What follows belongs to an exercise in optimizing a design on an open flow for small area; a production flow would make more cautious choices.
Where RTL was checked, it was by simulation tests only, not by an equivalence proof against the original.
For run 1, only the layout was checked, not whether the RTL still works.

==> flow/design.v (outline; a module is shown in full before it is edited, if it fits) <==
// module multiplier: 4792 lines
// module fa_cell: 4 lines
// module ao22_cell: 3 lines
// module and2_cell: 3 lines
// module fa1_cell: 4 lines
// module ha_cell: 4 lines
// module mul_unit: 48 lines
module mul_unit (
    input wire clk,
    input wire A_flag,
    input wire U_flag,
    input wire LongMul,
    input wire [31:0] Rm_data,
    input wire [31:0] Rs_data,
    input wire [31:0] Rn_data,
    input wire [31:0] RdHi_data,
    input wire [31:0] RdLo_data,
    input wire [3:0] cpsr_flags,
    output wire [31:0] result_lo,
    output wire [31:0] result_hi,
    output wire [3:0] flags_out
);
  // ...
==> flow/flow/run.sh <==
#!/bin/bash
set -euo pipefail
bash standard.sh "BUFFER_PORTS_ARGS=-buffer_cell sky130_fd_sc_hd__buf_1" "CTS_ARGS=-sink_clustering_enable -repair_clock_nets -dont_use_dummy_load -buf_list sky130_fd_sc_hd__clkbuf_8" finish > standard_flow.log 2>&1
==> flow/standard.sh <==
#!/bin/bash
# synth_recipe.tcl (not shown) runs the flow's synth.tcl, then flattens the netlist and writes it again
# the make line also repeats each setting of config.mk as NAME=value (left out here)
make -C /OpenROAD-flow-scripts/flow DESIGN_CONFIG=/design/flow/config.mk WORK_HOME=/design/flow/orfs CLKGATE_MAP_FILE= SYNTH_SCRIPT=/design/flow/synth_recipe.tcl "${@:-finish}"
==> flow/config.mk <==
export PLATFORM = sky130hd
export DESIGN_NAME = mul_unit
export DESIGN_NICKNAME = mul_unit
export VERILOG_FILES = /design/flow/design.v
export SDC_FILE = /design/flow/constraint.sdc
export NUM_CORES = 4
export LEC_CHECK = 0
export ABC_AREA = 1
export CAP_MARGIN = 20
export CORE_MARGIN = 2
export CORE_UTILIZATION = 40
export SLEW_MARGIN = 20
export SYNTH_HIERARCHICAL = 1
export SYNTH_MINIMUM_KEEP_SIZE = 0
==> flow/constraint.sdc <==
create_clock -name core_clock -period 14.0 [get_ports {clk}]
set_input_delay 2.8000 -clock core_clock [delete_from_list [all_inputs] [get_ports {clk}]]
set_output_delay 2.8000 -clock core_clock [all_outputs]
set_load 0.01 [all_outputs]
==> flow_summary.toml, run 1 <==
[run_status]
status = "complete, no violations"

[die]
initial_core_util = 0.406

[clock_network]
path_clk_slew_ns = 0.10
ctsHoldBuffers = 0
numCtsBuffers = 17

[critical_path]
rrSetupSlack_ns = 13.58
cp_top_family = "adder cells"

[yosys]
synth_edf_count = 0
synth_xor_area_frac = 0.182
synth_mux_area_frac = 0.00537
synth_fp_nets = 3744
synth_top_area_frac = 0.386
synthCells = 2880

[final_layout]
inv_count = 184
nFlopsAndLatches = 134
buf_share = 0.0662

[place]
dp_hpwl_um = 73900
place_area_um2 = 29700
gp_congestion = 1.04

[grt]
top_usage_layer = "met2"

[drt]
num_vias = 22300

[worst_hold_path]
hold_class = "reg2reg"

[sta]
setup_viol = 0
==> run 2, diff against run 1 <==
--- a/flow/design.v
+++ b/flow/design.v
@@ -4230,569 +4230,492 @@
 wire n3593 = n2849 ^ n3592;
 wire n3594 = n2849 & n3592;
 wire n3595 = n2879 ^ n3594;
 wire n3596 = n2879 & n2849;
 wire n3597 = n3596 & n3592;
 wire n3598;
 wire n3599;
 fa_cell u624 (.a(n2880), .b(n2909), .c(n3597), .s(n3598), .co(n3599));
-wire n3600;
-wire n3601;
-ha_cell u625 (.a(n3515), .b(n4), .s(n3600), .co(n3601));
+wire n3600 = n3515 ^ n4;
+wire n3601 = n3515 & n4;
 wire n3602;
 wire n3603;
-ha_cell u626 (.a(n3517), .b(n5), .s(n3602), .co(n3603));
-wire n3604 = n3602 ^ n3601;
-wire n3605 = n3602 & n3601;
-wire n3606 = n3603 | n3605;
-wire n3607 = n3602 & n3600;
+fa_cell u625 (.a(n3517), .b(n5), .c(n3601), .s(n3602), .co(n3603));
+wire n3604;
+wire n3605;
+fa_cell u626 (.a(n3519), .b(n6), .c(n3603), .s(n3604), .co(n3605));
+wire n3606;
+wire n3607;
+fa_cell u627 (.a(n3521), .b(n7), .c(n3605), .s(n3606), .co(n3607));
 wire n3608;
 wire n3609;
-ha_cell u627 (.a(n3519), .b(n6), .s(n3608), .co(n3609));
+fa_cell u628 (.a(n3523), .b(n8), .c(n3607), .s(n3608), .co(n3609));
 wire n3610;
 wire n3611;
-ha_cell u628 (.a(n3521), .b(n7), .s(n3610), .co(n3611));
-wire n3612 = n3608 ^ n3606;
-wire n3613 = n3608 & n3606;
-wire n3614 = n3609 | n3613;
-wire n3615 = n3610 ^ n3614;
-wire n3616 = n3610 & n3609;
-wire n3617 = n3611 | n3616;
-wire n3618 = n3610 & n3608;
-wire n3619 = n3618 & n3606;
-wire n3620 = n3617 | n3619;
+fa_cell u629 (.a(n3525), .b(n9), .c(n3609), .s(n3610), .co(n3611));
+wire n3612;
+wire n3613;
+fa_cell u630 (.a(n3527), .b(n10), .c(n3611), .s(n3612), .co(n3613));
+wire n3614;
+wire n3615;
+fa_cell u631 (.a(n3529), .b(n11), .c(n3613), .s(n3614), .co(n3615));
+wire n3616;
+wire n3617;
+fa_cell u632 (.a(n3531), .b(n12), .c(n3615), .s(n3616), .co(n3617));
+wire n3618;
+wire n3619;
+fa_cell u633 (.a(n3533), .b(n13), .c(n3617), .s(n3618), .co(n3619));
+wire n3620;
 wire n3621;
+fa_cell u634 (.a(n3535), .b(n14), .c(n3619), .s(n3620), .co(n3621));
 wire n3622;
-ha_cell u629 (.a(n3523), .b(n8), .s(n3621), .co(n3622));
 wire n3623;
+fa_cell u635 (.a(n3537), .b(n15), .c(n3621), .s(n3622), .co(n3623));
 wire n3624;
-ha_cell u630 (.a(n3525), .b(n9), .s(n3623), .co(n3624));
-wire n3625 = n3621 ^ n3620;
-wire n3626 = n3621 & n3620;
-wire n3627 = n3622 | n3626;
-wire n3628 = n3623 ^ n3627;
-wire n3629 = n3623 & n3622;
-wire n3630 = n3624 | n3629;
-wire n3631 = n3623 & n3621;
-wire n3632 = n3631 & n3620;
-wire n3633 = n3630 | n3632;
+wire n3625;
+fa_cell u636 (.a(n3539), .b(n16), .c(n3623), .s(n3624), .co(n3625));
+wire n3626;
+wire n3627;
+fa_cell u637 (.a(n3541), .b(n17), .c(n3625), .s(n3626), .co(n3627));
+wire n3628;
+wire n3629;
+fa_cell u638 (.a(n3543), .b(n18), .c(n3627), .s(n3628), .co(n3629));
+wire n3630;
+wire n3631;
+fa_cell u639 (.a(n3545), .b(n19), .c(n3629), .s(n3630), .co(n3631));
+wire n3632;
+wire n3633;
+ha_cell u640 (.a(n3547), .b(n20), .s(n3632), .co(n3633));
 wire n3634;
 wire n3635;
-ha_cell u631 (.a(n3527), .b(n10), .s(n3634), .co(n3635));
-wire n3636;
-wire n3637;
-ha_cell u632 (.a(n3529), .b(n11), .s(n3636), .co(n3637));
-wire n3638 = n3634 ^ n3633;
-wire n3639 = n3634 & n3633;
-wire n3640 = n3635 | n3639;
-wire n3641 = n3636 ^ n3640;
-wire n3642 = n3636 & n3635;
-wire n3643 = n3637 | n3642;
-wire n3644 = n3636 & n3634;
-wire n3645 = n3644 & n3633;
-wire n3646 = n3643 | n3645;
+ha_cell u641 (.a(n3549), .b(n21), .s(n3634), .co(n3635));
+wire n3636 = n3632 ^ n3631;
+wire n3637 = n3632 & n3631;
+wire n3638 = n3633 | n3637;
+wire n3639 = n3634 ^ n3638;
+wire n3640 = n3634 & n3633;
+wire n3641 = n3635 | n3640;
+wire n3642 = n3634 & n3632;
+wire n3643 = n3642 & n3631;
+wire n3644 = n3641 | n3643;
+wire n3645;
+wire n3646;
+ha_cell u642 (.a(n3554), .b(n22), .s(n3645), .co(n3646));
 wire n3647;
 wire n3648;
-ha_cell u633 (.a(n3531), .b(n12), .s(n3647), .co(n3648));
-wire n3649;
-wire n3650;
-ha_cell u634 (.a(n3533), .b(n13), .s(n3649), .co(n3650));
-wire n3651 = n3647 ^ n3646;
-wire n3652 = n3647 & n3646;
-wire n3653 = n3648 | n3652;
-wire n3654 = n3649 ^ n3653;
-wire n3655 = n3649 & n3648;
-wire n3656 = n3650 | n3655;
-wire n3657 = n3649 & n3647;
-wire n3658 = n3657 & n3646;
-wire n3659 = n3656 | n3658;
+ha_cell u643 (.a(n3556), .b(n23), .s(n3647), .co(n3648));
+wire n3649 = n3645 ^ n3644;
+wire n3650 = n3645 & n3644;
+wire n3651 = n3646 | n3650;
+wire n3652 = n3647 ^ n3651;
+wire n3653 = n3647 & n3646;
+wire n3654 = n3648 | n3653;
+wire n3655 = n3647 & n3645;
+wire n3656 = n3655 & n3644;
+wire n3657 = n3654 | n3656;
+wire n3658;
+wire n3659;
+ha_cell u644 (.a(n3560), .b(n24), .s(n3658), .co(n3659));
 wire n3660;
 wire n3661;
-ha_cell u635 (.a(n3535), .b(n14), .s(n3660), .co(n3661));
-wire n3662;
-wire n3663;
-ha_cell u636 (.a(n3537), .b(n15), .s(n3662), .co(n3663));
-wire n3664 = n3660 ^ n3659;
-wire n3665 = n3660 & n3659;
-wire n3666 = n3661 | n3665;
-wire n3667 = n3662 ^ n3666;
-wire n3668 = n3662 & n3661;
-wire n3669 = n3663 | n3668;
-wire n3670 = n3662 & n3660;
-wire n3671 = n3670 & n3659;
-wire n3672 = n3669 | n3671;
+ha_cell u645 (.a(n3562), .b(n25), .s(n3660), .co(n3661));
+wire n3662 = n3658 ^ n3657;
+wire n3663 = n3658 & n3657;
+wire n3664 = n3659 | n3663;
+wire n3665 = n3660 ^ n3664;
+wire n3666 = n3660 & n3659;
+wire n3667 = n3661 | n3666;
+wire n3668 = n3660 & n3658;
+wire n3669 = n3668 & n3657;
+wire n3670 = n3667 | n3669;
+wire n3671;
+wire n3672;
+ha_cell u646 (.a(n3565), .b(n26), .s(n3671), .co(n3672));
 wire n3673;
 wire n3674;
-ha_cell u637 (.a(n3539), .b(n16), .s(n3673), .co(n3674));
-wire n3675;
-wire n3676;
-ha_cell u638 (.a(n3541), .b(n17), .s(n3675), .co(n3676));
-wire n3677 = n3673 ^ n3672;
-wire n3678 = n3673 & n3672;
-wire n3679 = n3674 | n3678;
-wire n3680 = n3675 ^ n3679;
-wire n3681 = n3675 & n3674;
-wire n3682 = n3676 | n3681;
-wire n3683 = n3675 & n3673;
-wire n3684 = n3683 & n3672;
-wire n3685 = n3682 | n3684;
+ha_cell u647 (.a(n3567), .b(n27), .s(n3673), .co(n3674));
+wire n3675 = n3671 ^ n3670;
+wire n3676 = n3671 & n3670;
+wire n3677 = n3672 | n3676;
+wire n3678 = n3673 ^ n3677;
+wire n3679 = n3673 & n3672;
+wire n3680 = n3674 | n3679;
+wire n3681 = n3673 & n3671;
+wire n3682 = n3681 & n3670;
+wire n3683 = n3680 | n3682;
+wire n3684;
+wire n3685;
+ha_cell u648 (.a(n3572), .b(n28), .s(n3684), .co(n3685));
 wire n3686;
 wire n3687;
-ha_cell u639 (.a(n3543), .b(n18), .s(n3686), .co(n3687));
-wire n3688;
-wire n3689;
-ha_cell u640 (.a(n3545), .b(n19), .s(n3688), .co(n3689));
-wire n3690 = n3686 ^ n3685;
-wire n3691 = n3686 & n3685;
-wire n3692 = n3687 | n3691;
-wire n3693 = n3688 ^ n3692;
-wire n3694 = n3688 & n3687;
-wire n3695 = n3689 | n3694;
-wire n3696 = n3688 & n3686;
-wire n3697 = n3696 & n3685;
-wire n3698 = n3695 | n3697;
+ha_cell u649 (.a(n3575), .b(n29), .s(n3686), .co(n3687));
+wire n3688 = n3684 ^ n3683;
+wire n3689 = n3684 & n3683;
+wire n3690 = n3685 | n3689;
+wire n3691 = n3686 ^ n3690;
+wire n3692 = n3686 & n3685;
+wire n3693 = n3687 | n3692;
+wire n3694 = n3686 & n3684;
+wire n3695 = n3694 & n3683;
+wire n3696 = n3693 | n3695;
+wire n3697;
+wire n3698;
+ha_cell u650 (.a(n3580), .b(n30), .s(n3697), .co(n3698));
 wire n3699;
 wire n3700;
-ha_cell u641 (.a(n3547), .b(n20), .s(n3699), .co(n3700));
-wire n3701;
-wire n3702;
-ha_cell u642 (.a(n3549), .b(n21), .s(n3701), .co(n3702));
-wire n3703 = n3699 ^ n3698;
-wire n3704 = n3699 & n3698;
-wire n3705 = n3700 | n3704;
-wire n3706 = n3701 ^ n3705;
-wire n3707 = n3701 & n3700;
-wire n3708 = n3702 | n3707;
-wire n3709 = n3701 & n3699;
-wire n3710 = n3709 & n3698;
-wire n3711 = n3708 | n3710;
+ha_cell u651 (.a(n3582), .b(n31), .s(n3699), .co(n3700));
+wire n3701 = n3697 ^ n3696;
+wire n3702 = n3697 & n3696;
+wire n3703 = n3698 | n3702;
+wire n3704 = n3699 ^ n3703;
+wire n3705 = n3699 & n3698;
+wire n3706 = n3700 | n3705;
+wire n3707 = n3699 & n3697;
+wire n3708 = n3707 & n3696;
+wire n3709 = n3706 | n3708;
+wire n3710;
+wire n3711;
+ha_cell u652 (.a(n3587), .b(n32), .s(n3710), .co(n3711));
 wire n3712;
 wire n3713;
-ha_cell u643 (.a(n3554), .b(n22), .s(n3712), .co(n3713));
-wire n3714;
-wire n3715;
-ha_cell u644 (.a(n3556), .b(n23), .s(n3714), .co(n3715));
-wire n3716 = n3712 ^ n3711;
-wire n3717 = n3712 & n3711;
-wire n3718 = n3713 | n3717;
-wire n3719 = n3714 ^ n3718;
-wire n3720 = n3714 & n3713;
-wire n3721 = n3715 | n3720;
-wire n3722 = n3714 & n3712;
-wire n3723 = n3722 & n3711;
-wire n3724 = n3721 | n3723;
+ha_cell u653 (.a(n3589), .b(n33), .s(n3712), .co(n3713));
+wire n3714 = n3710 ^ n3709;
+wire n3715 = n3710 & n3709;
+wire n3716 = n3711 | n3715;
+wire n3717 = n3712 ^ n3716;
+wire n3718 = n3712 & n3711;
+wire n3719 = n3713 | n3718;
+wire n3720 = n3712 & n3710;
+wire n3721 = n3720 & n3709;
+wire n3722 = n3719 | n3721;
+wire n3723;
+wire n3724;
+ha_cell u654 (.a(n3593), .b(n34), .s(n3723), .co(n3724));
 wire n3725;
 wire n3726;
-ha_cell u645 (.a(n3560), .b(n24), .s(n3725), .co(n3726));
-wire n3727;
-wire n3728;
-ha_cell u646 (.a(n3562), .b(n25), .s(n3727), .co(n3728));
-wire n3729 = n3725 ^ n3724;
-wire n3730 = n3725 & n3724;
-wire n3731 = n3726 | n3730;
-wire n3732 = n3727 ^ n3731;
-wire n3733 = n3727 & n3726;
-wire n3734 = n3728 | n3733;
-wire n3735 = n3727 & n3725;
-wire n3736 = n3735 & n3724;
-wire n3737 = n3734 | n3736;
+ha_cell u655 (.a(n3595), .b(n35), .s(n3725), .co(n3726));
+wire n3727 = n3723 ^ n3722;
+wire n3728 = n3723 & n3722;
+wire n3729 = n3724 | n3728;
+wire n3730 = n3725 ^ n3729;
+wire n3731 = n3725 & n3724;
+wire n3732 = n3726 | n3731;
+wire n3733 = n3725 & n3723;
+wire n3734 = n3733 & n3722;
+wire n3735 = n3732 | n3734;
+wire n3736;
+wire n3737;
+fa_cell u656 (.a(n3598), .b(n36), .c(n3735), .s(n3736), .co(n3737));
 wire n3738;
 wire n3739;
-ha_cell u647 (.a(n3565), .b(n26), .s(n3738), .co(n3739));
+fa_cell u657 (.a(n3483), .b(n3599), .c(n3737), .s(n3738), .co(n3739));
 wire n3740;
 wire n3741;
-ha_cell u648 (.a(n3567), .b(n27), .s(n3740), .co(n3741));
-wire n3742 = n3738 ^ n3737;
-wire n3743 = n3738 & n3737;
-wire n3744 = n3739 | n3743;
-wire n3745 = n3740 ^ n3744;
-wire n3746 = n3740 & n3739;
-wire n3747 = n3741 | n3746;
-wire n3748 = n3740 & n3738;
-wire n3749 = n3748 & n3737;
-wire n3750 = n3747 | n3749;
-wire n3751;
-wire n3752;
-ha_cell u649 (.a(n3572), .b(n28), .s(n3751), .co(n3752));
-wire n3753;
+ha_cell u658 (.a(n2941), .b(n3484), .s(n3740), .co(n3741));
+wire n3742;
+wire n3743;
+ha_cell u659 (.a(n2973), .b(n3485), .s(n3742), .co(n3743));
+wire n3744 = n3740 ^ n3739;
+wire n3745 = n3740 & n3739;
+wire n3746 = n3741 | n3745;
+wire n3747 = n3742 ^ n3746;
+wire n3748 = n3742 & n3741;
+wire n3749 = n3743 | n3748;
+wire n3750 = n3742 & n3740;
+wire n3751 = n3750 & n3739;
+wire n3752 = n3749 | n3751;
+wire n3753 = ~n3487;
 wire n3754;
-ha_cell u650 (.a(n3575), .b(n29), .s(n3753), .co(n3754));
-wire n3755 = n3751 ^ n3750;
-wire n3756 = n3751 & n3750;
-wire n3757 = n3752 | n3756;
-wire n3758 = n3753 ^ n3757;
-wire n3759 = n3753 & n3752;
-wire n3760 = n3754 | n3759;
-wire n3761 = n3753 & n3751;
-wire n3762 = n3761 & n3750;
-wire n3763 = n3760 | n3762;
-wire n3764;
-wire n3765;
-ha_cell u651 (.a(n3580), .b(n30), .s(n3764), .co(n3765));
-wire n3766;
-wire n3767;
-ha_cell u652 (.a(n3582), .b(n31), .s(n3766), .co(n3767));
-wire n3768 = n3764 ^ n3763;
-wire n3769 = n3764 & n3763;
-wire n3770 = n3765 | n3769;
-wire n3771 = n3766 ^ n3770;
-wire n3772 = n3766 & n3765;
-wire n3773 = n3767 | n3772;
-wire n3774 = n3766 & n3764;
-wire n3775 = n3774 & n3763;
-wire n3776 = n3773 | n3775;
-wire n3777;
-wire n3778;
-ha_cell u653 (.a(n3587), .b(n32), .s(n3777), .co(n3778));
-wire n3779;
-wire n3780;
-ha_cell u654 (.a(n3589), .b(n33), .s(n3779), .co(n3780));
-wire n3781 = n3777 ^ n3776;
-wire n3782 = n3777 & n3776;
-wire n3783 = n3778 | n3782;
-wire n3784 = n3779 ^ n3783;
-wire n3785 = n3779 & n3778;
-wire n3786 = n3780 | n3785;
-wire n3787 = n3779 & n3777;
-wire n3788 = n3787 & n3776;
-wire n3789 = n3786 | n3788;
-wire n3790;
-wire n3791;
-ha_cell u655 (.a(n3593), .b(n34), .s(n3790), .co(n3791));
-wire n3792;
-wire n3793;
-ha_cell u656 (.a(n3595), .b(n35), .s(n3792), .co(n3793));
-wire n3794 = n3790 ^ n3789;
-wire n3795 = n3790 & n3789;
-wire n3796 = n3791 | n3795;
-wire n3797 = n3792 ^ n3796;
-wire n3798 = n3792 & n3791;
-wire n3799 = n3793 | n3798;
-wire n3800 = n3792 & n3790;
-wire n3801 = n3800 & n3789;
-wire n3802 = n3799 | n3801;
-wire n3803;
-wire n3804;
-ha_cell u657 (.a(n3598), .b(n36), .s(n3803), .co(n3804));
-wire n3805;
-wire n3806;
-ha_cell u658 (.a(n3483), .b(n3599), .s(n3805), .co(n3806));
-wire n3807 = n3803 ^ n3802;
-wire n3808 = n3803 & n3802;
-wire n3809 = n3804 | n3808;
-wire n3810 = n3805 ^ n3809;
-wire n3811 = n3805 & n3804;
-wire n3812 = n3806 | n3811;
-wire n3813 = n3805 & n3803;
-wire n3814 = n3813 & n3802;
-wire n3815 = n3812 | n3814;
-wire n3816;
-wire n3817;
-ha_cell u659 (.a(n2941), .b(n3484), .s(n3816), .co(n3817));
-wire n3818;
-wire n3819;
-ha_cell u660 (.a(n2973), .b(n3485), .s(n3818), .co(n3819));
-wire n3820 = n3816 ^ n3815;
-wire n3821 = n3816 & n3815;
-wire n3822 = n3817 | n3821;
-wire n3823 = n3818 ^ n3822;
-wire n3824 = n3818 & n3817;
-wire n3825 = n3819 | n3824;
-wire n3826 = n3818 & n3816;
-wire n3827 = n3826 & n3815;
-wire n3828 = n3825 | n3827;
-wire n3829 = ~n3487;
+wire n3755;
+ha_cell u660 (.a(n3065), .b(n3488), .s(n3754), .co(n3755));
+wire n3756 = n3753 ^ n3752;
+wire n3757 = n3753 & n3752;
+wire n3758 = n3487 | n3757;
+wire n3759 = n3754 ^ n3758;
+wire n3760 = n3754 & n3487;
+wire n3761 = n3755 | n3760;
+wire n3762 = n3754 & n3753;
+wire n3763 = n3762 & n3749;
+wire n3764 = n3761 | n3763;
+wire n3765 = n3762 & n3750;
+wire n3766 = n3765 & n3739;
+wire n3767 = n3764 | n3766;
+wire n3768 = ~n3489;
+wire n3769;
+wire n3770;
+ha_cell u661 (.a(n3121), .b(n3490), .s(n3769), .co(n3770));
+wire n3771 = n3768 ^ n3767;
+wire n3772 = n3768 & n3767;
+wire n3773 = n3489 | n3772;
+wire n3774 = n3769 ^ n3773;
+wire n3775 = n3769 & n3489;
+wire n3776 = n3770 | n3775;
+wire n3777 = n3769 & n3768;
+wire n3778 = n3777 & n3764;
+wire n3779 = n3776 | n3778;
+wire n3780 = n3777 & n3765;
+wire n3781 = n3780 & n3739;
+wire n3782 = n3779 | n3781;
+wire n3783 = ~n3491;
+wire n3784;
+wire n3785;
+ha_cell u662 (.a(n3173), .b(n3492), .s(n3784), .co(n3785));
+wire n3786 = n3783 ^ n3782;
+wire n3787 = n3783 & n3782;
+wire n3788 = n3491 | n3787;
+wire n3789 = n3784 ^ n3788;
+wire n3790 = n3784 & n3491;
+wire n3791 = n3785 | n3790;
+wire n3792 = n3784 & n3783;
+wire n3793 = n3792 & n3779;
+wire n3794 = n3791 | n3793;
+wire n3795 = n3792 & n3780;
+wire n3796 = n3795 & n3739;
+wire n3797 = n3794 | n3796;
+wire n3798 = ~n3493;
+wire n3799;
+wire n3800;
+ha_cell u663 (.a(n3221), .b(n3494), .s(n3799), .co(n3800));
+wire n3801 = n3798 ^ n3797;
+wire n3802 = n3798 & n3797;
+wire n3803 = n3493 | n3802;
+wire n3804 = n3799 ^ n3803;
+wire n3805 = n3799 & n3493;
+wire n3806 = n3800 | n3805;
+wire n3807 = n3799 & n3798;
+wire n3808 = n3807 & n3794;
+wire n3809 = n3806 | n3808;
+wire n3810 = n3807 & n3795;
+wire n3811 = n3810 & n3739;
+wire n3812 = n3809 | n3811;
+wire n3813 = ~n3495;
+wire n3814;
+wire n3815;
+ha_cell u664 (.a(n3265), .b(n3496), .s(n3814), .co(n3815));
+wire n3816 = n3813 ^ n3812;
+wire n3817 = n3813 & n3812;
+wire n3818 = n3495 | n3817;
+wire n3819 = n3814 ^ n3818;
+wire n3820 = n3814 & n3495;
+wire n3821 = n3815 | n3820;
+wire n3822 = n3814 & n3813;
+wire n3823 = n3822 & n3809;
+wire n3824 = n3821 | n3823;
+wire n3825 = n3822 & n3810;
+wire n3826 = n3825 & n3739;
+wire n3827 = n3824 | n3826;
+wire n3828 = ~n3497;
+wire n3829;
 wire n3830;
-wire n3831;
-ha_cell u661 (.a(n3065), .b(n3488), .s(n3830), .co(n3831));
-wire n3832 = n3829 ^ n3828;
-wire n3833 = n3829 & n3828;
-wire n3834 = n3487 | n3833;
-wire n3835 = n3830 ^ n3834;
-wire n3836 = n3830 & n3487;
-wire n3837 = n3831 | n3836;
-wire n3838 = n3830 & n3829;
-wire n3839 = n3838 & n3825;
-wire n3840 = n3837 | n3839;
-wire n3841 = n3838 & n3826;
-wire n3842 = n3841 & n3815;
-wire n3843 = n3840 | n3842;
-wire n3844 = ~n3489;
+ha_cell u665 (.a(n3305), .b(n3498), .s(n3829), .co(n3830));
+wire n3831 = n3828 ^ n3827;
+wire n3832 = n3828 & n3827;
+wire n3833 = n3497 | n3832;
+wire n3834 = n3829 ^ n3833;
+wire n3835 = n3829 & n3497;
+wire n3836 = n3830 | n3835;
+wire n3837 = n3829 & n3828;
+wire n3838 = n3837 & n3824;
+wire n3839 = n3836 | n3838;
+wire n3840 = n3837 & n3825;
+wire n3841 = n3840 & n3739;
+wire n3842 = n3839 | n3841;
+wire n3843 = ~n3499;
+wire n3844;
 wire n3845;
-wire n3846;
-ha_cell u662 (.a(n3121), .b(n3490), .s(n3845), .co(n3846));
-wire n3847 = n3844 ^ n3843;
-wire n3848 = n3844 & n3843;
-wire n3849 = n3489 | n3848;
-wire n3850 = n3845 ^ n3849;
-wire n3851 = n3845 & n3489;
-wire n3852 = n3846 | n3851;
-wire n3853 = n3845 & n3844;
-wire n3854 = n3853 & n3840;
-wire n3855 = n3852 | n3854;
-wire n3856 = n3853 & n3841;
-wire n3857 = n3856 & n3815;
-wire n3858 = n3855 | n3857;
-wire n3859 = ~n3491;
+ha_cell u666 (.a(n3341), .b(n3500), .s(n3844), .co(n3845));
+wire n3846 = n3843 ^ n3842;
+wire n3847 = n3843 & n3842;
+wire n3848 = n3499 | n3847;
+wire n3849 = n3844 ^ n3848;
+wire n3850 = n3844 & n3499;
+wire n3851 = n3845 | n3850;
+wire n3852 = n3844 & n3843;
+wire n3853 = n3852 & n3839;
+wire n3854 = n3851 | n3853;
+wire n3855 = n3852 & n3840;
+wire n3856 = n3855 & n3739;
+wire n3857 = n3854 | n3856;
+wire n3858 = ~n3501;
+wire n3859;
 wire n3860;
-wire n3861;
-ha_cell u663 (.a(n3173), .b(n3492), .s(n3860), .co(n3861));
-wire n3862 = n3859 ^ n3858;
-wire n3863 = n3859 & n3858;
-wire n3864 = n3491 | n3863;
-wire n3865 = n3860 ^ n3864;
-wire n3866 = n3860 & n3491;
-wire n3867 = n3861 | n3866;
-wire n3868 = n3860 & n3859;
-wire n3869 = n3868 & n3855;
-wire n3870 = n3867 | n3869;
-wire n3871 = n3868 & n3856;
-wire n3872 = n3871 & n3815;
-wire n3873 = n3870 | n3872;
-wire n3874 = ~n3493;
+ha_cell u667 (.a(n3373), .b(n3502), .s(n3859), .co(n3860));
+wire n3861 = n3858 ^ n3857;
+wire n3862 = n3858 & n3857;
+wire n3863 = n3501 | n3862;
+wire n3864 = n3859 ^ n3863;
+wire n3865 = n3859 & n3501;
+wire n3866 = n3860 | n3865;
+wire n3867 = n3859 & n3858;
+wire n3868 = n3867 & n3854;
+wire n3869 = n3866 | n3868;
+wire n3870 = n3867 & n3855;
+wire n3871 = n3870 & n3739;
+wire n3872 = n3869 | n3871;
+wire n3873 = ~n3503;
+wire n3874;
 wire n3875;
-wire n3876;
-ha_cell u664 (.a(n3221), .b(n3494), .s(n3875), .co(n3876));
-wire n3877 = n3874 ^ n3873;
-wire n3878 = n3874 & n3873;
-wire n3879 = n3493 | n3878;
-wire n3880 = n3875 ^ n3879;
-wire n3881 = n3875 & n3493;
-wire n3882 = n3876 | n3881;
-wire n3883 = n3875 & n3874;
-wire n3884 = n3883 & n3870;
-wire n3885 = n3882 | n3884;
-wire n3886 = n3883 & n3871;
-wire n3887 = n3886 & n3815;
-wire n3888 = n3885 | n3887;
-wire n3889 = ~n3495;
+ha_cell u668 (.a(n3401), .b(n3504), .s(n3874), .co(n3875));
+wire n3876 = n3873 ^ n3872;
+wire n3877 = n3873 & n3872;
+wire n3878 = n3503 | n3877;
+wire n3879 = n3874 ^ n3878;
+wire n3880 = n3874 & n3503;
+wire n3881 = n3875 | n3880;
+wire n3882 = n3874 & n3873;
+wire n3883 = n3882 & n3869;
+wire n3884 = n3881 | n3883;
+wire n3885 = n3882 & n3870;
+wire n3886 = n3885 & n3739;
+wire n3887 = n3884 | n3886;
+wire n3888 = ~n3505;
+wire n3889;
 wire n3890;
-wire n3891;
-ha_cell u665 (.a(n3265), .b(n3496), .s(n3890), .co(n3891));
-wire n3892 = n3889 ^ n3888;
-wire n3893 = n3889 & n3888;
-wire n3894 = n3495 | n3893;
-wire n3895 = n3890 ^ n3894;
-wire n3896 = n3890 & n3495;
-wire n3897 = n3891 | n3896;
-wire n3898 = n3890 & n3889;
-wire n3899 = n3898 & n3885;
-wire n3900 = n3897 | n3899;
-wire n3901 = n3898 & n3886;
-wire n3902 = n3901 & n3815;
-wire n3903 = n3900 | n3902;
-wire n3904 = ~n3497;
+ha_cell u669 (.a(n3425), .b(n3506), .s(n3889), .co(n3890));
+wire n3891 = n3888 ^ n3887;
+wire n3892 = n3888 & n3887;
+wire n3893 = n3505 | n3892;
+wire n3894 = n3889 ^ n3893;
+wire n3895 = n3889 & n3505;
+wire n3896 = n3890 | n3895;
+wire n3897 = n3889 & n3888;
+wire n3898 = n3897 & n3884;
+wire n3899 = n3896 | n3898;
+wire n3900 = n3897 & n3885;
+wire n3901 = n3900 & n3739;
+wire n3902 = n3899 | n3901;
+wire n3903 = ~n3507;
+wire n3904;
 wire n3905;
-wire n3906;
-ha_cell u666 (.a(n3305), .b(n3498), .s(n3905), .co(n3906));
-wire n3907 = n3904 ^ n3903;
-wire n3908 = n3904 & n3903;
-wire n3909 = n3497 | n3908;
-wire n3910 = n3905 ^ n3909;
-wire n3911 = n3905 & n3497;
-wire n3912 = n3906 | n3911;
-wire n3913 = n3905 & n3904;
-wire n3914 = n3913 & n3900;
-wire n3915 = n3912 | n3914;
-wire n3916 = n3913 & n3901;
-wire n3917 = n3916 & n3815;
-wire n3918 = n3915 | n3917;
-wire n3919 = ~n3499;
+ha_cell u670 (.a(n3445), .b(n3508), .s(n3904), .co(n3905));
+wire n3906 = n3903 ^ n3902;
+wire n3907 = n3903 & n3902;
+wire n3908 = n3507 | n3907;
+wire n3909 = n3904 ^ n3908;
+wire n3910 = n3904 & n3507;
+wire n3911 = n3905 | n3910;
+wire n3912 = n3904 & n3903;
+wire n3913 = n3912 & n3899;
+wire n3914 = n3911 | n3913;
+wire n3915 = n3912 & n3900;
+wire n3916 = n3915 & n3739;
+wire n3917 = n3914 | n3916;
+wire n3918 = ~n3509;
+wire n3919;
 wire n3920;
-wire n3921;
-ha_cell u667 (.a(n3341), .b(n3500), .s(n3920), .co(n3921));
-wire n3922 = n3919 ^ n3918;
-wire n3923 = n3919 & n3918;
-wire n3924 = n3499 | n3923;
-wire n3925 = n3920 ^ n3924;
-wire n3926 = n3920 & n3499;
-wire n3927 = n3921 | n3926;
-wire n3928 = n3920 & n3919;
-wire n3929 = n3928 & n3915;
-wire n3930 = n3927 | n3929;
-wire n3931 = n3928 & n3916;
-wire n3932 = n3931 & n3815;
-wire n3933 = n3930 | n3932;
-wire n3934 = ~n3501;
+ha_cell u671 (.a(n3461), .b(n3510), .s(n3919), .co(n3920));
+wire n3921 = n3918 ^ n3917;
+wire n3922 = n3918 & n3917;
+wire n3923 = n3509 | n3922;
+wire n3924 = n3919 ^ n3923;
+wire n3925 = n3919 & n3509;
+wire n3926 = n3920 | n3925;
+wire n3927 = n3919 & n3918;
+wire n3928 = n3927 & n3914;
+wire n3929 = n3926 | n3928;
+wire n3930 = n3927 & n3915;
+wire n3931 = n3930 & n3739;
+wire n3932 = n3929 | n3931;
+wire n3933 = ~n3511;
+wire n3934;
 wire n3935;
-wire n3936;
-ha_cell u668 (.a(n3373), .b(n3502), .s(n3935), .co(n3936));
-wire n3937 = n3934 ^ n3933;
-wire n3938 = n3934 & n3933;
-wire n3939 = n3501 | n3938;
-wire n3940 = n3935 ^ n3939;
-wire n3941 = n3935 & n3501;
-wire n3942 = n3936 | n3941;
-wire n3943 = n3935 & n3934;
-wire n3944 = n3943 & n3930;
-wire n3945 = n3942 | n3944;
-wire n3946 = n3943 & n3931;
-wire n3947 = n3946 & n3815;
-wire n3948 = n3945 | n3947;
-wire n3949 = ~n3503;
+ha_cell u672 (.a(n3473), .b(n3512), .s(n3934), .co(n3935));
+wire n3936 = n3933 ^ n3932;
+wire n3937 = n3933 & n3932;
+wire n3938 = n3511 | n3937;
+wire n3939 = n3934 ^ n3938;
+wire n3940 = n3934 & n3511;
+wire n3941 = n3935 | n3940;
+wire n3942 = n3934 & n3933;
+wire n3943 = n3942 & n3929;
+wire n3944 = n3941 | n3943;
+wire n3945 = n3942 & n3930;
+wire n3946 = n3945 & n3739;
+wire n3947 = n3944 | n3946;
+wire n3948 = ~n3513;
+wire n3949;
 wire n3950;
-wire n3951;
-ha_cell u669 (.a(n3401), .b(n3504), .s(n3950), .co(n3951));
-wire n3952 = n3949 ^ n3948;
-wire n3953 = n3949 & n3948;
-wire n3954 = n3503 | n3953;
-wire n3955 = n3950 ^ n3954;
-wire n3956 = n3950 & n3503;
-wire n3957 = n3951 | n3956;
-wire n3958 = n3950 & n3949;
-wire n3959 = n3958 & n3945;
-wire n3960 = n3957 | n3959;
-wire n3961 = n3958 & n3946;
-wire n3962 = n3961 & n3815;
-wire n3963 = n3960 | n3962;
-wire n3964 = ~n3505;
-wire n3965;
-wire n3966;
-ha_cell u670 (.a(n3425), .b(n3506), .s(n3965), .co(n3966));
-wire n3967 = n3964 ^ n3963;
-wire n3968 = n3964 & n3963;
-wire n3969 = n3505 | n3968;
-wire n3970 = n3965 ^ n3969;
-wire n3971 = n3965 & n3505;
-wire n3972 = n3966 | n3971;
-wire n3973 = n3965 & n3964;
-wire n3974 = n3973 & n3960;
-wire n3975 = n3972 | n3974;
-wire n3976 = n3973 & n3961;
-wire n3977 = n3976 & n3815;
-wire n3978 = n3975 | n3977;
-wire n3979 = ~n3507;
-wire n3980;
-wire n3981;
-ha_cell u671 (.a(n3445), .b(n3508), .s(n3980), .co(n3981));
-wire n3982 = n3979 ^ n3978;
-wire n3983 = n3979 & n3978;
-wire n3984 = n3507 | n3983;
-wire n3985 = n3980 ^ n3984;
-wire n3986 = n3980 & n3507;
-wire n3987 = n3981 | n3986;
-wire n3988 = n3980 & n3979;
-wire n3989 = n3988 & n3975;
-wire n3990 = n3987 | n3989;
-wire n3991 = n3988 & n3976;
-wire n3992 = n3991 & n3815;
-wire n3993 = n3990 | n3992;
-wire n3994 = ~n3509;
-wire n3995;
-wire n3996;
-ha_cell u672 (.a(n3461), .b(n3510), .s(n3995), .co(n3996));
-wire n3997 = n3994 ^ n3993;
-wire n3998 = n3994 & n3993;
-wire n3999 = n3509 | n3998;
-wire n4000 = n3995 ^ n3999;
-wire n4001 = n3995 & n3509;
-wire n4002 = n3996 | n4001;
-wire n4003 = n3995 & n3994;
-wire n4004 = n4003 & n3990;
-wire n4005 = n4002 | n4004;
-wire n4006 = n4003 & n3991;
-wire n4007 = n4006 & n3815;
-wire n4008 = n4005 | n4007;
-wire n4009 = ~n3511;
-wire n4010;
-wire n4011;
-ha_cell u673 (.a(n3473), .b(n3512), .s(n4010), .co(n4011));
-wire n4012 = n4009 ^ n4008;
-wire n4013 = n4009 & n4008;
-wire n4014 = n3511 | n4013;
-wire n4015 = n4010 ^ n4014;
-wire n4016 = n4010 & n3511;
-wire n4017 = n4011 | n4016;
-wire n4018 = n4010 & n4009;
-wire n4019 = n4018 & n4005;
-wire n4020 = n4017 | n4019;
-wire n4021 = n4018 & n4006;
-wire n4022 = n4021 & n3815;
-wire n4023 = n4020 | n4022;
-wire n4024 = ~n3513;
-wire n4025;
-wire n4026;
-ha_cell u674 (.a(n3481), .b(n3514), .s(n4025), .co(n4026));
-wire n4027 = n4024 ^ n4023;
-wire n4028 = n4024 & n4023;
-wire n4029 = n3513 | n4028;
-wire n4030 = n4025 ^ n4029;
-wire n4031 = n4025 & n3513;
-wire n4032 = n4026 | n4031;
-wire n4033 = n4025 & n4024;
-wire n4034 = n4033 & n4020;
-wire n4035 = n4032 | n4034;
-wire n4036 = n4033 & n4021;
-wire n4037 = n4036 & n3815;
-wire n4038 = n4035 | n4037;
+ha_cell u673 (.a(n3481), .b(n3514), .s(n3949), .co(n3950));
+wire n3951 = n3948 ^ n3947;
+wire n3952 = n3948 & n3947;
+wire n3953 = n3513 | n3952;
+wire n3954 = n3949 ^ n3953;
+wire n3955 = n3949 & n3513;
+wire n3956 = n3950 | n3955;
+wire n3957 = n3949 & n3948;
+wire n3958 = n3957 & n3944;
+wire n3959 = n3956 | n3958;
+wire n3960 = n3957 & n3945;
+wire n3961 = n3960 & n3739;
+wire n3962 = n3959 | n3961;
 assign res[0] = n3600;
-assign res[1] = n3604;
-assign res[2] = n3612;
-assign res[3] = n3615;
-assign res[4] = n3625;
-assign res[5] = n3628;
-assign res[6] = n3638;
-assign res[7] = n3641;
-assign res[8] = n3651;
-assign res[9] = n3654;
-assign res[10] = n3664;
-assign res[11] = n3667;
-assign res[12] = n3677;
-assign res[13] = n3680;
-assign res[14] = n3690;
-assign res[15] = n3693;
-assign res[16] = n3703;
-assign res[17] = n3706;
-assign res[18] = n3716;
-assign res[19] = n3719;
-assign res[20] = n3729;
-assign res[21] = n3732;
-assign res[22] = n3742;
-assign res[23] = n3745;
-assign res[24] = n3755;
-assign res[25] = n3758;
-assign res[26] = n3768;
-assign res[27] = n3771;
-assign res[28] = n3781;
-assign res[29] = n3784;
-assign res[30] = n3794;
-assign res[31] = n3797;
-assign res[32] = n3807;
-assign res[33] = n3810;
-assign res[34] = n3820;
-assign res[35] = n3823;
-assign res[36] = n3832;
-assign res[37] = n3835;
-assign res[38] = n3847;
-assign res[39] = n3850;
-assign res[40] = n3862;
-assign res[41] = n3865;
-assign res[42] = n3877;
-assign res[43] = n3880;
-assign res[44] = n3892;
-assign res[45] = n3895;
-assign res[46] = n3907;
-assign res[47] = n3910;
-assign res[48] = n3922;
-assign res[49] = n3925;
-assign res[50] = n3937;
-assign res[51] = n3940;
-assign res[52] = n3952;
-assign res[53] = n3955;
-assign res[54] = n3967;
-assign res[55] = n3970;
-assign res[56] = n3982;
-assign res[57] = n3985;
-assign res[58] = n3997;
-assign res[59] = n4000;
-assign res[60] = n4012;
-assign res[61] = n4015;
-assign res[62] = n4027;
-assign res[63] = n4030;
+assign res[1] = n3602;
+assign res[2] = n3604;
+assign res[3] = n3606;
+assign res[4] = n3608;
+assign res[5] = n3610;
+assign res[6] = n3612;
+assign res[7] = n3614;
+assign res[8] = n3616;
+assign res[9] = n3618;
+assign res[10] = n3620;
+assign res[11] = n3622;
+assign res[12] = n3624;
+assign res[13] = n3626;
+assign res[14] = n3628;
+assign res[15] = n3630;
+assign res[16] = n3636;
+assign res[17] = n3639;
+assign res[18] = n3649;
+assign res[19] = n3652;
+assign res[20] = n3662;
+assign res[21] = n3665;
+assign res[22] = n3675;
+assign res[23] = n3678;
+assign res[24] = n3688;
+assign res[25] = n3691;
+assign res[26] = n3701;
+assign res[27] = n3704;
+assign res[28] = n3714;
+assign res[29] = n3717;
+assign res[30] = n3727;
+assign res[31] = n3730;
+assign res[32] = n3736;
+assign res[33] = n3738;
+assign res[34] = n3744;
+assign res[35] = n3747;
+assign res[36] = n3756;
+assign res[37] = n3759;
+assign res[38] = n3771;
+assign res[39] = n3774;
+assign res[40] = n3786;
+assign res[41] = n3789;
+assign res[42] = n3801;
+assign res[43] = n3804;
+assign res[44] = n3816;
+assign res[45] = n3819;
+assign res[46] = n3831;
+assign res[47] = n3834;
+assign res[48] = n3846;
+assign res[49] = n3849;
+assign res[50] = n3861;
+assign res[51] = n3864;
+assign res[52] = n3876;
+assign res[53] = n3879;
+assign res[54] = n3891;
+assign res[55] = n3894;
+assign res[56] = n3906;
+assign res[57] = n3909;
+assign res[58] = n3921;
+assign res[59] = n3924;
+assign res[60] = n3936;
+assign res[61] = n3939;
+assign res[62] = n3951;
+assign res[63] = n3954;
 assign prod32 = n3598;
 endmodule
 module fa_cell (input wire a, input wire b, input wire c, output wire s, output wire co);
 assign s = a ^ b ^ c;
 assign co = (a & b) | (c & (a ^ b));
 endmodule
 module ao22_cell (input wire a, input wire b, input wire c, input wire d, output wire y);
 assign y = (a & b) | (c & d);
==> run 2 against run 1 <==
Non-clock buffer count down 33. Count of clock-buffer cells in the layout unchanged. Global-route usage increased by 1.1 points. Die area fell by 1.4%. Critical path type unchanged. Cell area down 2.4%.
==> flow_summary.toml, run 2 <==
[run_status]
status = "complete, no violations"

[grt]
grt_use_met3 = 0.0949
grtUsageTotal = 0.285
grt_max_degree = 38
met1_usage = 0.347
antenna_found_initial = 4
top_usage_layer = "met2"
overflow = 0
grt_pass1_wl_um = 151000
first_global_vias = 24600
met2_usage = 0.446

[place]
dp_hpwl_um = 71400
portBuffers = 232
gp_congestion = 0.946

[final_layout]
final_cell_mix = "556 x fa_1, 552 x xor2_1, 511 x o22ai_1, 216 x buf_1, 184 x nand2_1"
nets = 3680
drive_gt1_frac = 0.0673
synthToLayoutAreaGrowth_pct = 5.93
reg.largest.list = "res_q x64, res_qq x64"
final_common_cell = "fa_1"

[sta]
fin_setup_tns_ns = 0
fmax_mhz = 76.7
slew_headroom = 0.285
min_period_ns = 13.04
rsz0062_at_grt = "false"
fin_crit_sh = 0.931
holdWs_ns = 0.310
finClkSkew_ns = 0.0198
tightest_slew_ns = 1.07
setup_viol = 0
finalHoldViolCount = 0
maxSlewViolCount = 0

[clock_network]
clockBufferDepth = 2
cts_tree = "built"
path_clk_slew_ns = 0.08
post_cts_buffers = 0
numCtsBuffers = 17
cts_sinks = 134
cts-resized-gates = 0
root_buffer = "clkbuf_8"
ctsHoldBuffers = 0
insertion_delay_ns = 0.53
h-tree-depth = 4

[drt]
via_per_inst = 6.10
num_vias = 22600
ant_nets = 0
first_pass_iters = 6
drc = 0
wl_per_cell_um = 27.0
first_iter_violations = 2857
routed_wl_um = 100000

[critical_path]
worstReg2RegStart = "res_q[21]$_DFF_P_"
critPathCaptureType = "flip-flop"
crit_type = "in2reg"
cpMostUsedCell = "fa_1"
slowest_stage = "fa_1"
cp_top_family = "adder cells"
worstPathMaxFanout = 5
reg2reg_depth = 0
critical_path_buf_inv_count = 4
rrSetupSlack_ns = 13.57
regToRegEndpoint = "res_qq[21]$_DFF_P_"
setup.worst_path.start_class = "primary input"
required_ns = 14.45
crit_arrival_ns = 13.49
critPathMaxStageDelay_ns = 0.60

[yosys]
netlist_area_um2 = 27600
synth_common_cells = "556 x fa_1, 552 x xor2_1, 511 x o22ai_1"
synth_cell_types = 32
synth_fp_nets = 3648
ys_async_sr_fraction = 0
yosysMostFrequentCell = "fa_1"
synth_area_per_cell_um2 = 9.87
synth_flop_cell = "dfxtp_1"
ys_ff_latch = 134
synth_edf_count = 0
synth_top_area_frac = 0.404
yosys-top-cells-area = "fa_1 40%, xor2_1 18%, o22ai_1 12%"
synth-seq-area-share = 0.0973
synthCells = 2793
synth_top_area_cell = "fa_1"
synth.yosys.warnings = 7

[worst_hold_path]
hold_class = "reg2reg"
min_from = "res_q[9]$_DFF_P_"
min_path_cells = 0
hold_path_end = "res_qq[9]$_DFF_P_"

[die]
core_um2 = 68500
initial_core_util = 0.403
rows = 96
dieWidth_um = 267
die_height_um = 267
io_pins = 236
die_area_um2 = 71100

[job]
maxCapViolCount = 0
-- run 2: cell count changes after synthesis, sizes merged, moves of 3 or more --
| cell | before | now |
|---|---|---|
| a21oi | 52 | 32 |
| buf | 154 | 97 |
| nor3 | 5 | 1 |
| ha | 157 | 131 |
| fa | 539 | 556 |
| or2 | 3 | 8 |
| xnor2 | 32 | 22 |
| a22oi | 0 | 3 |
| inv | 183 | 166 |
| nand3 | 13 | 21 |
| nand2 | 227 | 188 |
| clkbuf | 175 | 231 |
-- run 2: worst max path at each step --
| stage | from | endpoint | slack (ns) | cells after the start |
|---|---|---|---|---|
| 3_5_place_dp | Rs_data[1] | res_q[53]$_DFF_P_ | 0.35 | 48 |
| 5_1_grt | Rs_data[1] | res_q[50]$_DFF_P_ | 0.36 | 48 |
| 4_1_cts | Rs_data[1] | res_q[53]$_DFF_P_ | 0.89 | 48 |
| 3_3_place_gp | Rs_data[1] | res_q[53]$_DFF_P_ | 0.33 | 48 |
| 6_report | Rs_data[1] | res_q[53]$_DFF_P_ | 0.96 | 48 |
| 2_1_floorplan | Rs_data[1] | res_q[63]$_DFF_P_ | 0.88 | 52 |
-- run 2: layout make-up --
type	instances	area, um2
inverters	168	631
repair buffers	341	1710
clock buffers	17	234
multi-input cells	2163	22800
well taps	882	1100
flip-flops and latches	134	2680
fillers	6609	39300
diodes	3	7.51
-- run 2: logic make-up (layout without fill, tap and decap cells) --
logic type / after synthesis / in the layout / synth area share
AO/OA/AOI/OAI: 554 / 554 / 0.125
XOR/XNOR: 574 / 574 / 0.182
adder cells (fa/ha/maj): 687 / 687 / 0.463
buffers and inverters: 496 / 526 / 0.0765
flip-flops: 134 / 134 / 0.0973
multiplexers: 15 / 15 / 0.00544
other: 0 / 3 / 0
AND/OR/NAND/NOR: 333 / 333 / 0.0507
-- run 2: per-stage QoR --
stage                util  instance area (um2)  setup slack (ns)  cells
global route        0.427                29200             0.365   3706
detailed placement  0.423                29000             0.347   3688
CTS                 0.427                29200             0.886   3705
global placement    0.423                29000             0.334   3688
floorplan               -                27600             0.880   2793
finish              0.427                29200             0.960   3708
-- run 2: routing by layer --
layer,up-vias,routed length (um)
met3,432,12200
met5,-,16
li1,9228,-
met1,11200,36600
met4,2,5760
met2,1775,45600
-- run 2: modules after synthesis (local to each module, per instance) --
module,times used,cells
ha_cell,54,1
multiplier,1,1827
mul_unit,1,196
and2_cell,32,2
fa_cell,556,1
ao22_cell,32,3
==> run 3, diff against run 2 <==
--- a/flow/config.mk
+++ b/flow/config.mk
@@ -11,2 +11,3 @@
 export CORE_UTILIZATION = 40
+export PLACE_DENSITY = 0.8
 export SLEW_MARGIN = 20
==> run 3 against run 2 <==
Clock skew about the same. Still clean. Highest routed layer unchanged. Utilization shrank 0.080 points. Register-to-register slack got worse by 0.02 ns. Cell area decreased by 0.19%. Critical path type unchanged. Sequential share of layout area about the same.
==> flow_summary.toml, run 3 <==
[run_status]
status = "complete, no violations"

[yosys]
ys_async_sr_fraction = 0
synth_flop_cell = "dfxtp_1"
synth_cell_types = 32
yosys-top-cells-area = "fa_1 40%, xor2_1 18%, o22ai_1 12%"
netlist_area_um2 = 27600
synth_top_area_frac = 0.404
ys_ff_latch = 134
synth.yosys.warnings = 7
synthCells = 2793
yosysMostFrequentCell = "fa_1"
synth_edf_count = 0
synth_top_area_cell = "fa_1"
synth_common_cells = "556 x fa_1, 552 x xor2_1, 511 x o22ai_1"
synth-seq-area-share = 0.0973
synth_fp_nets = 3648
synth_area_per_cell_um2 = 9.87

[drt]
drt-met1-wl_um = 30900
top_layer = "met5"
drc = 0
wl_met2_um = 41300
num_vias = 23500
via_per_inst = 6.34
met3WireLength_um = 15000
first_iter_violations = 3466
routed_wl_um = 95000
ant_nets = 0
first_pass_iters = 10
wl_per_cell_um = 25.7

[place]
gp_congestion = 0.971
portBuffers = 232
place_area_um2 = 28900
dp_cells = 3680
dp_hpwl_um = 67200
detailedPlace.worstSlack_ns = 0.287

[sta]
layout_setup_ws_ns = 0.839
fin_setup_tns_ns = 0
min_period_ns = 13.16
finalHoldViolCount = 0
maxSlewViolCount = 0
fmax_mhz = 76.0
finClkSkew_ns = 0.0202
rsz0062_at_grt = "false"
setup_viol = 0
fin_crit_sh = 0.940
tightest_slew_ns = 1.24
slew_headroom = 0.156

[final_layout]
reg.largest.list = "res_q x64, res_qq x64"
fin_area_um2 = 29200
seq_area_um2 = 2680
fin_cells = 3702
final_common_cell = "fa_1"
multi_input_area_um2 = 22800
final_cell_mix = "556 x fa_1, 552 x xor2_1, 511 x o22ai_1, 216 x buf_1, 184 x nand2_1"
synthToLayoutAreaGrowth_pct = 5.73
drive_gt1_frac = 0.0647
nets = 3672
layout.filler_cells = 6380

[die]
die_area_um2 = 71100
die_height_um = 267
rows = 96
initial_core_util = 0.403
core_um2 = 68500
dieWidth_um = 267
io_pins = 236

[grt]
antenna_found_initial = 18
first_global_vias = 24500
grt_pass1_wl_um = 143000
grtUsageTotal = 0.270
overflow = 0
grt_max_degree = 36

[clock_network]
insertion_delay_ns = 0.50
clockBufferDepth = 2
post_cts_buffers = 0
cts_tree = "built"
cts_sinks = 134
path_clk_slew_ns = 0.09
numCtsBuffers = 17
ctsHoldBuffers = 0
h-tree-depth = 4
root_buffer = "clkbuf_8"
cts-resized-gates = 0

[critical_path]
critPathCaptureType = "flip-flop"
cpMostUsedCell = "fa_1"
required_ns = 14.45
setup.worst_path.start_class = "primary input"
crit_type = "in2reg"
critPathMaxStageDelay_ns = 0.62
slowest_stage = "fa_1"
worstPathMaxFanout = 8
crit_arrival_ns = 13.61

[job]
maxCapViolCount = 0

[worst_hold_path]
hold_class = "reg2reg"
run 3: path summary, 6_finish.rpt:
kind	start	to	slack, ns	cells after the start
setup / recovery	Rs_data[1]	res_q[51]$_DFF_P_	0.84	48
hold / removal	res_q[9]$_DFF_P_	res_qq[9]$_DFF_P_	0.30	0
setup reg to reg	res_q[51]$_DFF_P_	res_qq[51]$_DFF_P_	13.55	0
hold reg to reg	res_q[9]$_DFF_P_	res_qq[9]$_DFF_P_	0.30	0
run 3: Yosys stat by module, one instance, submodules excluded:
module / cell area [um2] / flip-flops and latches
and2_cell: 7.51 / 0
ao22_cell: 11.3 / 0
fa_cell: 20.0 / 0
ha_cell: 12.5 / 0
mul_unit: 2940 / 134
multiplier: 12200 / 0
run 3: metal layers:
metal / vias to the layer above / track usage
li1: 9239 / -
met1: 11200 / 0.309
met2: 2299 / 0.412
met3: 749 / 0.125
met4: 28 / 0.164
met5: - / 0
run 3: critical path: cells and delay by family:
kind                     cells  cell delay (ns)
XOR/XNOR                     2             0.32
AND/OR/NAND/NOR             16             1.39
multiplexers                 1             0.36
AO/OA/AOI/OAI                6             0.89
buffers and inverters        4             0.36
adder cells (fa/ha/maj)     19             7.47
run 3: metrics by stage:
| step | hold WS, ns | util |
|---|---|---|
| 2_1_floorplan | 0.310 | - |
| 5_1_grt | 0.315 | 0.426 |
| 6_report | 0.303 | 0.426 |
| 3_3_place_gp | 0.310 | 0.422 |
| 3_5_place_dp | 0.312 | 0.422 |
| 4_1_cts | 0.305 | 0.426 |
run 3: layout make-up:
class                           instances  share of cell area
Multi-Input combinational cell       2163               0.784
Sequential cell                       134              0.0920
Timing Repair Buffer                  333              0.0566
Tap cell                              882              0.0378
Inverter                              168              0.0216
Clock buffer                           17             0.00802
Antenna cell                            5            0.000429
run 3: logic make-up (layout without fill, tap and decap cells):
family	after synthesis	in the layout	share of synthesized area
mux	15	15	0.00544
compound gates	554	554	0.125
other cells	0	5	0
simple gates	333	333	0.0507
fa+ha+maj	687	687	0.463
buf+inv	496	518	0.0765
flops	134	134	0.0973
xor+xnor	574	574	0.182

[afterwards: timing with drivers on the ports]
How much do the figures lean on ideal ports? The routed layouts below were timed once more, with nothing changed but the port constraints. Step 1 assumes that a clkbuf_16 drives the clock port and a buf_2 every other input. Step 2 also shifts input and output timing later by t, the mid clock arrival at the registers, as if the neighbouring blocks saw the same clock. Three values: ideal ports, drivers, drivers and shift; two values: the first two.
| run | t (ns) | setup WS [ns] | pins driven straight from the clock port |
|---|---|---|---|
| run 1 | 0.606 | 1.748 / 1.768 / 1.162 | 1 |
| run 2 | 0.568 | 0.960 / 0.945 / 0.377 | 1 |
| run 3 | 0.555 | 0.839 / 0.827 / 0.272 | 1 |
After both steps every run listed still meets setup and hold. The setup slack of run 1, which loses most, moves by +0.020 ns with the drivers and by -0.586 ns with both steps.
